This is an optimization exercise on Yosys and OpenROAD, whose aim is small area, a short achievable clock period and few clock cycles, not a production implementation. In this exercise RTL edits were held to simulation tests only and were not proved equivalent to the original. Power and IR drop assume default switching activity.

<file path="flow/design.v">
module simple_ram (
	input             clk   ,
	input             we    ,
	input      [ 6:0] w_idx ,
	input      [ 3:0] w_sel ,
	input      [31:0] w_data,
	input      [ 4:0] r_idx ,  
	output     [127:0] r_data  
);
	wire [31:0] q [0:127];
	genvar i, b;
	generate
		for (i = 0; i < 128; i = i + 1) begin : word
			reg [31:0] d;
			wire hit = we && (w_idx == i);
			for (b = 0; b < 4; b = b + 1) begin : byte_
				always @(posedge clk)
					if (hit && w_sel[b])
						d[8*b+7:8*b] <= w_data[8*b+7:8*b];
			end
			assign q[i] = d;
		end
		for (i = 0; i < 4; i = i + 1) begin : way
			assign r_data[32*i+31:32*i] = q[{i[1:0], r_idx}];
		end
	endgenerate
endmodule
module cache (
	input         clk           ,
	input         rst           ,
	input  [ 1:0] rw_flag       ,
	input  [31:0] addr          ,
	input  [31:0] write_data    ,
	input  [ 3:0] write_mask    ,
	output [31:0] read_data     ,
	output        busy          ,
	output        done          ,
	output [ 1:0] mem_rw_flag   ,
	output [31:0] mem_addr      ,
	output [31:0] mem_write_data,
	output [ 3:0] mem_write_mask,
	input  [31:0] mem_read_data ,
	input         mem_done
);
	function [1:0] mru_way;
		input [1:0] c;
		input [7:0] r;
		reg [1:0] a0, a1, a2, a3, am0, am1;
		reg [1:0] m0, m1;
		begin
			a0 = c - r[1:0];
			a1 = c - r[3:2];
			a2 = c - r[5:4];
			a3 = c - r[7:6];
			m0  = (a0 < a1) ? 2'd0 : 2'd1;
			am0 = (a0 < a1) ? a0 : a1;
			m1  = (a2 < a3) ? 2'd2 : 2'd3;
			am1 = (a2 < a3) ? a2 : a3;
			mru_way = (am0 < am1) ? m0 : m1;
		end
	endfunction
	function [1:0] lru_way;
		input [1:0] c;
		input [7:0] r;
		reg [1:0] a0, a1, a2, a3, al0, al1;
		reg [1:0] l0, l1;
		begin
			a0 = c - r[1:0];
			a1 = c - r[3:2];
			a2 = c - r[5:4];
			a3 = c - r[7:6];
			l0  = (a0 >= a1) ? 2'd0 : 2'd1;
			al0 = (a0 >= a1) ? a0 : a1;
			l1  = (a2 >= a3) ? 2'd2 : 2'd3;
			al1 = (a2 >= a3) ? a2 : a3;
			lru_way = (al0 >= al1) ? l0 : l1;
		end
	endfunction
	function [1:0] enc4;
		input [3:0] oh;
		enc4 = {oh[3] | oh[2], oh[3] | oh[1]};
	endfunction
	reg         req_v;       
	reg         req_w;
	reg  [31:2] req_addr;
	reg  [31:0] req_wdata;
	reg  [ 3:0] req_mask;
	reg  [ 3:0] req_hit;     
	reg  [ 1:0] req_victim;  
	reg         req_vupd;    
	reg         rsel;        
	reg         rr;          
	reg         req_unf;     
	reg         done_r;
	reg  [ 3:0] hit_q;       
	reg  [127:0] word_q;     
	reg  [15:0] valid;       
	reg  [ 7:0] cnt;         
	reg  [31:0] stamp;       
	reg         fill_active;
	reg  [31:5] fill_line;
	reg  [ 1:0] fill_way;
	reg  [ 2:0] fill_crit;
	reg  [ 2:0] fill_cur;    
	reg  [ 2:0] fill_next;   
	reg  [ 2:0] fill_rem;    
	reg  [ 7:0] filled;
	reg         mo;          
	reg         mo_read;     
	reg  [ 1:0] wb_cnt;
	reg  [31:2] wb0_addr, wb1_addr;
	reg  [31:0] wb0_data, wb1_data;
	reg  [ 3:0] wb0_mask, wb1_mask;
	wire        rd_in   = rw_flag[0];
	wire        wr_in   = rw_flag[1];
	wire [ 1:0] set_in  = addr[6:5];
	wire [ 2:0] word_in = addr[4:2];
	wire [24:0] tag_q [0:15];
	wire [15:0] match;       
	wire [ 3:0] set_oh  = 4'b0001 << set_in;
	wire [ 3:0] hit_in;
	genvar gi;
	generate
		for (gi = 0; gi < 16; gi = gi + 1) begin : cmp
			assign match[gi] = valid[gi] && tag_q[gi] == addr[31:7];
		end
		for (gi = 0; gi < 4; gi = gi + 1) begin : sel
			assign hit_in[gi] = |(match[4*gi +: 4] & set_oh);
		end
	endgenerate
	wire        hit_any_in = |hit_in;
	wire        arr_now   = mem_done && mo_read;    
	wire        infill_in = fill_active && set_in == fill_line[6:5] && hit_in[fill_way];
	wire        unf_in    = infill_in && !filled[word_in];
	wire        match_in  = mo_read && word_in == fill_cur;  
	wire [ 1:0] req_set   = req_addr[6:5];
	wire [ 2:0] req_word  = req_addr[4:2];
	wire        req_hany  = |req_hit;
	wire        req_wmatch = fill_cur == req_word;
	wire        memfree   = !mo || mem_done;
	wire        fill_more = fill_rem != 3'd0;
	wire        wb_any    = wb_cnt != 2'd0;
	wire        wb_ok     = wb_cnt != 2'd2 || (!fill_more && memfree);
	wire        wr_go     = req_v && req_w && wb_ok && !(req_hany && (arr_now || req_unf));
	wire        iss_fill  = fill_more && mem_done;
	wire        iss_wb    = !fill_more && wb_any && memfree;
	wire        iss_wreq  = !fill_more && !wb_any && memfree && wr_go;
	wire        iss_miss  = !fill_more && !wb_any && req_v && !req_w && !req_hany && memfree;
	wire        push      = wr_go && !iss_wreq;
	assign mem_rw_flag    = {iss_wb || iss_wreq, iss_fill || iss_miss};
	assign mem_addr       = fill_more ? {fill_line, fill_next, 2'b00} :
	                        wb_any    ? {wb0_addr, 2'b00} : {req_addr, 2'b00};
	assign mem_write_data = wb_any ? wb0_data : req_wdata;
	assign mem_write_mask = wb_any ? wb0_mask : req_mask;
	wire        byp       = rsel && req_wmatch && arr_now;
	wire        wr_hit_go = wr_go && req_hany;
	wire [ 4:0] in_idx    = {set_in, word_in};
	wire        raw_in    = wr_hit_go && in_idx == req_addr[6:2];
	wire        rd_fast   = rd_in && hit_any_in && !unf_in && !raw_in;
	assign done      = done_r || byp || wr_go;
	assign read_data = rsel ? mem_read_data :
	                   ({32{hit_q[0]}} & word_q[ 31: 0]) |
	                   ({32{hit_q[1]}} & word_q[ 63:32]) |
	                   ({32{hit_q[2]}} & word_q[ 95:64]) |
	                   ({32{hit_q[3]}} & word_q[127:96]);
	assign busy      = 1'b0;
	wire        ram_we    = arr_now || wr_hit_go;
	wire [ 6:0] ram_widx  = arr_now ? {fill_way, fill_line[6:5], fill_cur} :
	                                  {enc4(req_hit), req_set, req_word};
	wire [ 3:0] ram_wsel  = arr_now ? 4'b1111 : req_mask;
	wire [31:0] ram_wdata = arr_now ? mem_read_data : req_wdata;
	wire [127:0] ram_q;
	simple_ram ram (
		.clk   (clk      ),
		.we    (ram_we   ),
		.w_idx (ram_widx ),
		.w_sel (ram_wsel ),
		.w_data(ram_wdata),
		.r_idx (rr ? req_addr[6:2] : in_idx),
		.r_data(ram_q    )
	);
	always @(posedge clk) begin
		word_q <= ram_q;
		hit_q  <= rr ? req_hit : hit_in;
	end
	wire [ 1:0] c_in    = cnt[2*set_in +: 2];
	wire [ 7:0] r_in    = stamp[8*set_in +: 8];
	wire [ 1:0] mru_in  = mru_way(c_in, r_in);
	wire [ 1:0] lru_in  = lru_way(c_in, r_in);
	wire [ 3:0] nmru_in = ~(4'b0001 << mru_in);
	wire [ 1:0] c_inc   = c_in + 2'd1;
	wire [ 3:0] use_w   = {4{rd_in}} & hit_in & nmru_in;   
	wire        use_hit = |use_w;
	wire [ 1:0] victim  = req_victim;
	wire        use_vic = iss_miss && req_vupd;
	wire [ 1:0] c_req   = cnt[2*req_set +: 2];
	integer s, w;
	always @(posedge clk) begin
		if (rst) begin
			valid <= 16'd0;
			cnt   <= 8'd0;
			stamp <= 32'd0;
		end else begin
			for (s = 0; s < 4; s = s + 1) begin
				if (set_oh[s] && use_hit)
					cnt[2*s +: 2] <= c_inc;
				for (w = 0; w < 4; w = w + 1)
					if (set_oh[s] && use_w[w])
						stamp[8*s + 2*w +: 2] <= c_inc;
			end
			if (use_vic) begin
				cnt[2*req_set +: 2] <= c_req + 2'd1;
				stamp[8*req_set + 2*victim +: 2] <= c_req + 2'd1;
			end
			if (iss_miss)
				valid[{victim, req_set}] <= 1'b1;
		end
	end
	generate
		for (gi = 0; gi < 16; gi = gi + 1) begin : tags
			reg [24:0] t;
			always @(posedge clk)
				if (iss_miss && {victim, req_set} == gi)
					t <= req_addr[31:7];
			assign tag_q[gi] = t;
		end
	endgenerate
	always @(posedge clk) begin
		if (rst) begin
			req_v  <= 1'b0;
			done_r <= 1'b0;
			rsel   <= 1'b0;
			rr     <= 1'b0;
		end else begin
			done_r <= rd_fast || rr;
			if (rd_in || wr_in) begin
				req_v <= !rd_fast;
				rsel  <= rd_in && hit_any_in && unf_in && !(mem_done && match_in);
				rr    <= rd_in && hit_any_in && ((unf_in && mem_done && match_in) || (!unf_in && raw_in));
			end else begin
				if (byp || wr_go || rr)
					req_v <= 1'b0;
				if (iss_miss)
					rsel <= 1'b1;
				else if (byp)
					rsel <= 1'b0;
				rr <= 1'b0;
			end
		end
		if (rd_in || wr_in)
			req_unf    <= unf_in && !(mem_done && match_in);
		else if (arr_now && req_wmatch)
			req_unf    <= 1'b0;
		if (rd_in || wr_in) begin
			req_w      <= wr_in;
			req_addr   <= addr[31:2];
			req_wdata  <= write_data;
			req_mask   <= write_mask;
			req_hit    <= hit_in;
			req_victim <= lru_in;
			req_vupd   <= lru_in != mru_in;
		end else if (iss_miss)
			req_hit    <= 4'b0001 << victim;
	end
	always @(posedge clk) begin
		if (rst) begin
			fill_active <= 1'b0;
			fill_rem    <= 3'd0;
			mo          <= 1'b0;
			mo_read     <= 1'b0;
		end else begin
			if (iss_miss) begin
				fill_active <= 1'b1;
				fill_line   <= req_addr[31:5];
				fill_way    <= victim;
				fill_crit   <= req_word;
				fill_cur    <= req_word;
				fill_next   <= (req_word == 3'd0) ? 3'd1 : 3'd0;
				fill_rem    <= 3'd7;
				filled      <= 8'd0;
			end else if (arr_now) begin
				filled[fill_cur] <= 1'b1;
				if (fill_more) begin
					fill_cur  <= fill_next;
					fill_next <= (fill_next + 3'd1 == fill_crit) ? fill_next + 3'd2 : fill_next + 3'd1;
					fill_rem  <= fill_rem - 3'd1;
				end else
					fill_active <= 1'b0;
			end
			if (iss_fill || iss_miss || iss_wb || iss_wreq) begin
				mo      <= 1'b1;
				mo_read <= iss_fill || iss_miss;
			end else if (mem_done) begin
				mo      <= 1'b0;
				mo_read <= 1'b0;
			end
		end
	end
	always @(posedge clk) begin
		if (rst)
			wb_cnt <= 2'd0;
		else
			wb_cnt <= wb_cnt + {1'b0, push} - {1'b0, iss_wb};
		if (iss_wb) begin
			wb0_addr <= (push && wb_cnt == 2'd1) ? req_addr  : wb1_addr;
			wb0_data <= (push && wb_cnt == 2'd1) ? req_wdata : wb1_data;
			wb0_mask <= (push && wb_cnt == 2'd1) ? req_mask  : wb1_mask;
		end else if (push && wb_cnt == 2'd0) begin
			wb0_addr <= req_addr;
			wb0_data <= req_wdata;
			wb0_mask <= req_mask;
		end
		if (push && (iss_wb ? wb_cnt == 2'd2 : wb_cnt == 2'd1)) begin
			wb1_addr <= req_addr;
			wb1_data <= req_wdata;
			wb1_mask <= req_mask;
		end
	end
endmodule
module dcache (
	input         clk           ,
	input         rst           ,
	input  [ 1:0] rw_flag       ,
	input  [31:0] addr          ,
	input  [31:0] write_data    ,
	input  [ 3:0] write_mask    ,
	output [31:0] read_data     ,
	output        busy          ,
	output        done          ,
	output [ 1:0] mem_rw_flag   ,
	output [31:0] mem_addr      ,
	output [31:0] mem_write_data,
	output [ 3:0] mem_write_mask,
	input  [31:0] mem_read_data ,
	input         mem_done
);
	cache dcache0 (
		.clk           (clk           ),
		.rst           (rst           ),
		.rw_flag       (rw_flag       ),
		.addr          (addr          ),
		.write_data    (write_data    ),
		.write_mask    (write_mask    ),
		.read_data     (read_data     ),
		.busy          (busy          ),
		.done          (done          ),
		.mem_rw_flag   (mem_rw_flag   ),
		.mem_addr      (mem_addr      ),
		.mem_write_data(mem_write_data),
		.mem_write_mask(mem_write_mask),
		.mem_read_data (mem_read_data ),
		.mem_done      (mem_done      )
	);
endmodule
</file>
<file path="flow/flow/run.sh">
#!/bin/bash
set -euo pipefail
bash standard.sh BUFFER_PORTS_ARGS="-buffer_cell sky130_fd_sc_hd__buf_4" finish > make.log 2>&1
</file>
<file path="flow/standard.sh">
#!/bin/bash
# synth_recipe.tcl (not shown) runs the flow's synth.tcl, then flattens the netlist and writes it again
# the make line also repeats each setting of config.mk as NAME=value (left out here)
make -C /OpenROAD-flow-scripts/flow DESIGN_CONFIG=/design/flow/config.mk WORK_HOME=/design/flow/orfs CLKGATE_MAP_FILE= SYNTH_SCRIPT=/design/flow/synth_recipe.tcl "${@:-finish}"
</file>
<file path="flow/config.mk">
export PLATFORM = sky130hd
export DESIGN_NAME = dcache
export DESIGN_NICKNAME = dcache
export VERILOG_FILES = /design/flow/design.v
export SDC_FILE = /design/flow/constraint.sdc
export NUM_CORES = 4
export LEC_CHECK = 0
export CAP_MARGIN = 20
export CORE_MARGIN = 2
export CORE_UTILIZATION = 60
export CTS_BUF_LIST = sky130_fd_sc_hd__clkbuf_16
export CTS_CLUSTER_DIAMETER = 60
export CTS_CLUSTER_SIZE = 25
export SETUP_SLACK_MARGIN = 4.5
export SLEW_MARGIN = 20
</file>
<file path="flow/constraint.sdc">
create_clock -name core_clock -period 9.0 [get_ports {clk}]
set_input_delay 1.8000 -clock core_clock [delete_from_list [all_inputs] [get_ports {clk}]]
set_output_delay 1.8000 -clock core_clock [all_outputs]
set_load 0.01 [all_outputs]
</file>
==> reports/summary.json <==
{
  "yosys": {
    "leading_area_contributor_after_synthesis": "edfxtp_1",
    "synthMostInstantiatedCell": "edfxtp_1",
    "synth-edff-count": 4749,
    "yosys_most_used_dff": "edfxtp_1",
    "post_synth_main_area_contributors": "edfxtp_1, a22oi_1, a22o_1",
    "post-synth-top-area-fraction": 0.7765,
    "post_synthesis_sequential_element_count": 4949,
    "ys_top_cells_by_count": "edfxtp_1, a22oi_1, nor2_1, a22o_1, a221oi_1",
    "synth_warnings": 2,
    "post_synth_instance_area_sq_um": 183700,
    "syn_inst": 10477,
    "seq_area_frac_synth": 0.7983,
    "synth_cell_type_count": 78,
    "async_reset_ff_frac": 0,
    "synth.avg_cell_area_sq_um": 17.53
  },
  "hold_path": {
    "hold-path-cell-count": 1,
    "hold_end": "dcache0.word_q[4]$_DFF_P_",
    "hold_path_class": "flop to flop",
    "hold_start": "dcache0.ram.word[0].d[4]$_DFFE_PP_"
  },
  "sta": {
    "rsz0062_at_grt": "true",
    "fin_skew_ns": 0.05612,
    "timing.final.crit_share": 0.5253,
    "finalHoldViolCount": 0,
    "setup_total_negative_slack_ns": 0,
    "worst_pin_slew_ns": 1.253,
    "finalWorstPathRequiredPeriod_ns": 4.728,
    "max_slew_margin": 0.1623,
    "final-setup-viol-count": 0,
    "drv_slew": 0,
    "max_freq_mhz": 211.5
  },
  "drt": {
    "vias": 108644,
    "detail_route.wirelength.met1_mm": 220.6,
    "postRouteAntennaNets": 0,
    "top_layer": "met5",
    "wl_mm": 602.3,
    "wl_met2_mm": 274.5,
    "detail_route.wl_per_cell_um": 40.14,
    "met3_wirelength_mm": 77.92,
    "drcViolationCount": 0,
    "via_per_inst": 7.241,
    "drt-pass1-iter-count": 6,
    "detailedRoute.firstIterationViolations": 19324
  },
  "power_and_ir_drop": {
    "power_uw": 46030,
    "p_leak_uw": 0.06354,
    "comb_power_share": 0.083,
    "worst_vdd_drop_mv": 0.2563,
    "power.internal_uw": 34740,
    "switching_power_uw": 11290,
    "share_clk_of_total_power": 0.346,
    "switching_share": 0.2453,
    "power_density_nw_per_um2": 224.3,
    "seqPwrFrac": 0.571
  },
  "cells_and_area": {
    "multi_input_gate_area_in_the_final_layout_sq_um": 37700,
    "filler_instances": 20419,
    "final_nets": 10767,
    "seq_area_sq_um": 146600,
    "layout.cell_area.non_filler_sq_um": 205200,
    "utilization": 0.6723,
    "post_route_cells_drive_above_1_share": 0.1743,
    "flow.area_growth_from_synthesis_pct": 11.75
  },
  "placed_design": {
    "place.port_buffers": 203,
    "place.gp.congestion": 0.9072,
    "postPlaceCellArea_sq_um": 190900,
    "detailed_place_hpwl_mm": 350.2
  },
  "worst_setup_path": {
    "r2r_depth": 9,
    "cp.required_ns": 9.56,
    "timing.setup.critical_path_class": "primary input to flop",
    "cp.arrival_ns": 5.28,
    "worstReg2RegEnd": "dcache0.word_q[108]$_DFF_P_",
    "crit_start": "mem_done",
    "cp-end-kind": "flop",
    "cp_max_fo": 54,
    "reg2reg_slack_ns": 4.50,
    "timing.rr.start": "dcache0.req_addr[5]$_DFFE_PN_",
    "critPathLaunchType": "primary input"
  },
  "floorplanning": {
    "initial_core_util": 0.6016,
    "design.core.area_sq_um": 305300,
    "fp.dieH_um": 557.3,
    "top_level_ports": 209,
    "horizontal_die_dimension_um": 557.3,
    "dieArea_sq_um": 310500,
    "num_rows": 203
  },
  "clocking": {
    "clk_transition_reported_paths_ns": 0.10,
    "clock_latency_ns": 0.97,
    "ctsHoldBuffers": 0,
    "clock-sinks": 4949,
    "buffer_type_at_the_clock_tree_root": "clkbuf_16",
    "numCtsBuffers": 316,
    "cts_buffer_depth": 4,
    "clock_tree.htree_level_count": 5,
    "cts_tree": "yes"
  },
  "flow_run": {
    "timing.max_cap.violations": 0
  },
  "outcome": {
    "status": "no timing/DRC/antenna violations"
  },
  "global_route": {
    "grt_max_degree": 110,
    "globalRoute.totalOverflow": 0,
    "first_global_vias": 102223,
    "grt_pass1_wl_mm": 823.4,
    "grt_util_all_layers": 0.3837,
    "antenna_found_initial": 35
  }
}
area by class of cell:
cell class / instances / share of cell area
clock buffers: 329 / 0.04011
well taps: 4100 / 0.02499
multi-input cells: 4820 / 0.1837
repair buffers: 511 / 0.02288
inverters: 30 / 0.0005609
clock inverters: 246 / 0.01310
flip-flops and latches: 4949 / 0.7144
diodes: 19 / 0.0002317
metal layers:
| layer | up-vias | track usage |
|---|---|---|
| li1 | 43123 | - |
| met1 | 55914 | 0.5457 |
| met2 | 8206 | 0.5869 |
| met3 | 1383 | 0.08170 |
| met4 | 18 | 0.1504 |
| met5 | - | 0 |
registers in the layout, summed over array words and instances, names as in the netlist, 4 cells and up:
register and cells:
dcache0.word_q 128, dcache0.fill_line 27, dcache0.wb0_mask 4, dcache0.filled 8
dcache0.wb0_data 32, dcache0.req_addr 30, dcache0.valid 16, dcache0.tags.t 400
dcache0.req_hit 4, dcache0.req_wdata 32, dcache0.stamp 32, dcache0.req_mask 4
dcache0.wb0_addr 30, dcache0.wb1_data 32, dcache0.wb1_addr 30, dcache0.ram.word.d 4096
dcache0.hit_q 4, dcache0.wb1_mask 4, dcache0.cnt 8
cell families after synthesis:
logic type,share of synthesized area
simple gates,0.04722
flops,0.7983
compound gates,0.1004
buf+inv,0.01551
fa+ha+maj,0.002316
mux,0.01531
other cells,0.00002042
xor+xnor,0.02093
power groups by stage:
stage	registers, uW	logic [uW]	clock network [uW]
after detailed placement	26800	3580	0
after global routing	26300	3990	16700
final	26300	3840	15900
after floorplan	26800	1830	0
after CTS	26300	3700	15900
after global placement	26800	3520	0
how the worst max path moves through the flow:
stage | cells after the start | end | slack, ns
after detailed placement | 9 | dcache0.ram.word[64].d[4]$_DFFE_PP_ | 2.15
after global placement | 9 | dcache0.ram.word[64].d[4]$_DFFE_PP_ | 2.18
after CTS | 8 | dcache0.ram.word[49].d[28]$_DFFE_PP_ | 4.23
after floorplan | 17 | dcache0.stamp[28]$_SDFF_PP0_ | 3.74
final | 9 | dcache0.ram.word[126].d[21]$_DFFE_PP_ | 4.27
after global routing | 9 | dcache0.ram.word[116].d[5]$_DFFE_PP_ | 4.20
placed cells by master, fill, tap and decap left out, types with 20 or more instances in the layout:
| master | synthesis | routed |
|---|---|---|
| or3_1 | 33 | 33 |
| mux2i_1 | 75 | 74 |
| o21ai_0 | 46 | 40 |
| clkinv_8 | 0 | 37 |
| a221oi_1 | 472 | 470 |
| inv_8 | 0 | 30 |
| buf_4 | 11 | 434 |
| inv_6 | 0 | 42 |
| nand2_2 | 0 | 35 |
| a21oi_1 | 72 | 65 |
| nor4_1 | 75 | 73 |
| clkbuf_16 | 0 | 331 |
| inv_1 | 27 | 64 |
| clkinvlp_4 | 0 | 20 |
| nor2_1 | 640 | 159 |
| dfxtp_1 | 200 | 193 |
| ha_1 | 34 | 27 |
| xor2_1 | 209 | 206 |
| a22o_1 | 474 | 474 |
| nor2_2 | 1 | 273 |
| nor2_4 | 0 | 210 |
| nand3_1 | 250 | 248 |
| mux2_2 | 157 | 155 |
| nand4_1 | 304 | 304 |
| a22oi_1 | 1136 | 1125 |
| o32a_1 | 33 | 33 |
| buf_12 | 0 | 49 |
| edfxtp_1 | 4749 | 4749 |
| nand2_4 | 0 | 49 |
| nand2_1 | 268 | 175 |
| xnor2_1 | 228 | 224 |
| or4_1 | 71 | 70 |
per-stage QoR:
stage / hold slack, ns / worst slack (ns) / std cells
2_1_floorplan: 0.4286 / 3.743 / 10479
3_3_place_gp: 0.4438 / 2.182 / 14346
3_5_place_dp: 0.4511 / 2.150 / 14352
4_1_cts: 0.4601 / 4.232 / 14956
5_1_grt: 0.4617 / 4.196 / 14997
6_report: 0.4552 / 4.272 / 15004
timing repair:
action                     4_1_cts  5_1_grt
setup endpoints to repair     4149     2882
gates resized for setup        550      189
setup buffers                   26       20
pin swaps                       14       18
gates cloned                     3        2
critical path, cell delays in order:
cell	delay, ns
buf_8	0.10
nand2_2	0.05
buf_4	0.49
nor2_1	0.14
a21o_1	0.37
nor3_4	0.22
buf_4	0.39
nand2_1	0.53
nor2_1	1.15
Testbench counts, summed over its fixed seeds: cycles 133,262.

[static timing again, ports no longer ideal]
Ports are ideal in the flow. The routed layout listed here was re-timed in OpenROAD.
Step 1, drivers: a clkbuf_16 drives clk and a buf_2 each remaining input, both assumed.
Step 2, shift: input delay + t, output delay - t, t = (earliest + latest rising clock arrival at the registers) / 2. This alone moves slack from input paths to output paths.
a / b / c = ideal ports / drivers / drivers and shift; a / b = the first two.
shift t [ns]: 1.047
setup slack, ns: 4.272 / 4.255 / 3.289
clock arrival spread, ns: 0.062 / 0.062
slew at the worst register clock pin (ns): 0.10 / 0.10
pins driven straight from the clock port: 1
After both steps setup and hold are still met in this run. For this run, drivers alone change the setup slack by -0.017 ns; drivers and shift together by -0.983 ns.
